What follows belongs to an exercise in optimizing a design on an open flow for small area; a production flow would make more cautious choices.
In this exercise RTL edits were held to simulation tests only and were not proved equivalent to the original.

Setup of run A:
## feed_forward_neural_network_top
module feed_forward_neural_network_top #(parameter
    BITS_PER_WORD = 32,
    INPUT_VECTOR_COUNT = 1,
    INPUT_VECTOR_SIZE=2,
    INPUT_WORD_SIZE=1,
    HIDDEN_LAYER_SIZE = 2,
    OUTPUT_VECTOR_SIZE = 1,
    BIAS_SIZE = 1,
    CLOG2_MAX_WEIGHTS_N = 2,
    CLOG2_MAX_WEIGHTS_M = 2
) (
    input clk,
    input reset_n,
    input weights_en,
    input [0:0] weights_layer_address,
    input [CLOG2_MAX_WEIGHTS_N-1:0] weights_n_address,
    input [CLOG2_MAX_WEIGHTS_M-1:0] weights_m_address,
    input signed [BITS_PER_WORD-1:0] weights_data,
    input in_en,
    input[INPUT_VECTOR_SIZE-1:0] in_data,
    output reg out_en,
    output reg[(BITS_PER_WORD * OUTPUT_VECTOR_SIZE)-1:0] out_data
);
export LEC_CHECK = 0
export ABC_AREA = 1
export CAP_MARGIN = 5
export CORE_MARGIN = 2
export CORE_UTILIZATION = 40
export CTS_BUF_LIST = sky130_fd_sc_hd__clkbuf_2 sky130_fd_sc_hd__clkbuf_4
export SLEW_MARGIN = 5
export SYNTH_HIERARCHICAL = 1
create_clock -name core_clock -period 20.0 [get_ports {clk}]
standard.sh (not shown) runs the stock make flow with config.mk's settings and CLKGATE_MAP_FILE= SYNTH_SCRIPT=/design/flow/synth_recipe.tcl, a recipe that flattens the netlist after the stock synthesis.
==> flow/flow/run.sh <==
#!/bin/bash
# The standard layout, except that ABC maps the combinational logic with an
# area-oriented script (flow/abc_area.script, selected by ABC_AREA=1) instead of
# ORFS's delay-driven one. Everything else is ORFS's own scripts, unchanged.
set -euo pipefail
work=$(pwd)
rm -rf "$work/scripts"
cp -r "$FLOW_HOME/scripts" "$work/scripts"
cp "$work/flow/abc_area.script" "$work/scripts/abc_area.script"
bash "$work/standard.sh" SCRIPTS_DIR="$work/scripts" finish > "$work/standard.log" 2>&1
==> flow/flow/abc_area.script <==
&get -n
&st
&dch
&nf -R 1000
&put
Modified inputs, run B compared to run A
diff --git a/flow/config.mk b/flow/config.mk
--- a/flow/config.mk
+++ b/flow/config.mk
@@ -11,3 +11,5 @@
 export CORE_UTILIZATION = 40
-export CTS_BUF_LIST = sky130_fd_sc_hd__clkbuf_2 sky130_fd_sc_hd__clkbuf_4
+export CTS_BUF_LIST = sky130_fd_sc_hd__clkbuf_4 sky130_fd_sc_hd__clkbuf_8
+export CTS_CLUSTER_DIAMETER = 80
+export CTS_CLUSTER_SIZE = 14
 export SLEW_MARGIN = 5
Notes after the runs:
- Delta (run B minus run A): effective utilization at floorplan neither gained nor lost much; wire length after detailed routing lost about 0.53%.
- | layout overhead on the synthesized area | lower: run B |
Inputs modified between run B and run C:
diff --git a/flow/config.mk b/flow/config.mk
--- a/flow/config.mk
+++ b/flow/config.mk
@@ -11,5 +11,5 @@
 export CORE_UTILIZATION = 40
-export CTS_BUF_LIST = sky130_fd_sc_hd__clkbuf_4 sky130_fd_sc_hd__clkbuf_8
-export CTS_CLUSTER_DIAMETER = 80
-export CTS_CLUSTER_SIZE = 14
+export CTS_BUF_LIST = sky130_fd_sc_hd__clkbuf_8
+export CTS_CLUSTER_DIAMETER = 60
+export CTS_CLUSTER_SIZE = 18
 export SLEW_MARGIN = 5
Results
- Run C and run B ended up with roughly the same sequential share of cell area.
- In run C the setup slack turned out 0.014 ns higher than in run B.
- The number of global-route vias before repair of run C and that of run B are within noise of each other.
- Against run B, run C comes in 132 lower on number of DRC violations after detailed-routing iteration 0.
- Taking run B as the reference, in run C first-pass GRT wire length has remained practically unchanged; worst hold slack has remained practically unchanged; post-route cell area has increased.
- Routed wire in run C totals more than in run B.
- Of run C and run B, it is run C that has the higher utilization of the core after routing.
- Summary of the comparison: number of search-and-repair iterations in the first detailed-routing pass is higher in run C, relative to run B.
diff inputs: run C => run D
diff --git a/flow/config.mk b/flow/config.mk
--- a/flow/config.mk
+++ b/flow/config.mk
@@ -10,6 +10,4 @@
 export CORE_MARGIN = 2
-export CORE_UTILIZATION = 40
-export CTS_BUF_LIST = sky130_fd_sc_hd__clkbuf_8
-export CTS_CLUSTER_DIAMETER = 60
-export CTS_CLUSTER_SIZE = 18
+export CORE_UTILIZATION = 65
+export CTS_BUF_LIST = sky130_fd_sc_hd__clkbuf_2 sky130_fd_sc_hd__clkbuf_4
 export SLEW_MARGIN = 5
Higher count of plain and timing-repair buffers goes to run C over run D. Where vias after detailed routing is concerned, run C is better than run D. Between run C and run D, the relative area of non-clock buffer cells in the final design figures differ only marginally.

---

== rev 12 ==
Another version of the RTL of feed_forward_neural_network_top (not shown whole).
Size in the first run: ~3900 cells after synthesis, roughly 76 I/O pins.
==> flow/config.mk <==
export PLATFORM = sky130hd
export DESIGN_NAME = feed_forward_neural_network_top
export DESIGN_NICKNAME = feed_forward_neural_network_top
export VERILOG_FILES = /design/flow/design.v
export SDC_FILE = /design/flow/constraint.sdc
export NUM_CORES = 4
export LEC_CHECK = 0
export ABC_AREA = 1
export CAP_MARGIN = 5
export CORE_MARGIN = 2
export CORE_UTILIZATION = 52
export CTS_BUF_LIST = sky130_fd_sc_hd__clkbuf_4 sky130_fd_sc_hd__clkbuf_8
export CTS_CLUSTER_DIAMETER = 80
export CTS_CLUSTER_SIZE = 14
export PLACE_DENSITY = 0.75
export SLEW_MARGIN = 5
export SYNTH_HIERARCHICAL = 1
==> flow/constraint.sdc <==
create_clock -name core_clock -period 20.0 [get_ports {clk}]
set_input_delay 4.0000 -clock core_clock [delete_from_list [all_inputs] [get_ports {clk}]]
set_output_delay 4.0000 -clock core_clock [all_outputs]
set_load 0.01 [all_outputs]
==> flow/flow/run.sh <==
#!/bin/bash
# The standard layout, except that ABC maps the combinational logic with an
# area-oriented script (flow/abc_area.script, selected by ABC_AREA=1) instead of
# ORFS's delay-driven one, and the port buffers are the smallest buffer cell.
# Everything else is ORFS's own scripts, unchanged.
set -euo pipefail
work=$(pwd)
rm -rf "$work/scripts"
cp -r "$FLOW_HOME/scripts" "$work/scripts"
cp "$work/flow/abc_area.script" "$work/scripts/abc_area.script"
bash "$work/standard.sh" SCRIPTS_DIR="$work/scripts" BUFFER_PORTS_ARGS="-buffer_cell sky130_fd_sc_hd__buf_1" finish > "$work/standard.log" 2>&1
Scripts as last shown in full above: flow/flow/abc_area.script
Modified inputs, rev 13 compared to rev 12
# rev 12
export LEC_CHECK = 0
export ABC_AREA = 1
export CAP_MARGIN = 5
export CORE_MARGIN = 2
export CORE_UTILIZATION = 52
export CTS_BUF_LIST = sky130_fd_sc_hd__clkbuf_4 sky130_fd_sc_hd__clkbuf_8
export CTS_CLUSTER_DIAMETER = 80
export CTS_CLUSTER_SIZE = 14
export PLACE_DENSITY = 0.75
export SLEW_MARGIN = 5
export SYNTH_HIERARCHICAL = 1
create_clock -name core_clock -period 20.0 [get_ports {clk}]
# rev 13
export LEC_CHECK = 0
export ABC_AREA = 1
export CAP_MARGIN = 5
export CORE_MARGIN = 2
export CORE_UTILIZATION = 52
export CTS_BUF_LIST = sky130_fd_sc_hd__clkbuf_4 sky130_fd_sc_hd__clkbuf_8
export CTS_CLUSTER_DIAMETER = 90
export CTS_CLUSTER_SIZE = 17
export SLEW_MARGIN = 5
export SYNTH_HIERARCHICAL = 1
create_clock -name core_clock -period 20.0 [get_ports {clk}]
==> run summary <==
Nothing crashed in rev 13 and all stages finished; the problem is that the final layout failed, the offending checks being capacitance limit, slew limit. Rev 12: PASS, flow complete, no timing, DRC or antenna violations. On met2 track demand over resource, the lower figure sits with rev 12, not rev 13. Reported for rev 13 and rev 12, total grt overflow turned out identical to the last digit. On clock skew: between rev 13 and rev 12, it ends up lower for rev 13. For filler-free cell count of the finished design, rev 12 and rev 13 come out practically identical. On minimum clock period after layout: between rev 13 and rev 12, it ends up higher for rev 13. Delta(wire length on met1, rev 13 - rev 12) > 0.

port drivers added, routing unchanged:
The results above use ideal ports. As a check the final layouts listed here were re-extracted and re-timed, cells and wires unchanged. Step 1: set_driving_cell puts a clkbuf_16 on clk and a buf_2 on each other input, an assumption about the parent block. Step 2 moves the port delays by t, midway between the first and last clock arrival at a register: inputs arrive t later, outputs are due t later. That takes back most of the time a late clock gives input paths. a / b / c = ideal / step 1 / step 2; a / b = the first two.
run	t, ns	slack for setup (ns)	hold slack, ns	worst setup path after step 2	clock arrival spread, ns
run A	1.053	1.154 / 1.193 / 0.139	0.476 / 0.476 / 0.476	input to register	0.148 / 0.149
run B	0.733	0.864 / 0.904 / 0.171	0.472 / 0.472 / 0.472	input to register	0.092 / 0.092
run C	0.753	0.878 / 0.918 / 0.165	0.474 / 0.474 / 0.474	input to register	0.074 / 0.074
run D	0.919	0.736 / 0.776 / -0.144	0.460 / 0.460 / 0.460	input to register	0.109 / 0.109
rev 12	0.784	0.854 / 0.895 / 0.111	0.459 / 0.459 / 0.459	input to register	0.078 / 0.079
rev 13	0.781	0.833 / 0.886 / 0.105	0.474 / 0.474 / 0.474	input to register	0.076 / 0.077
Met with ideal ports but missed after step 2: setup timing in run D. The setup slack of run A, which loses most, moves by +0.039 ns with the drivers and by -1.015 ns with both steps.
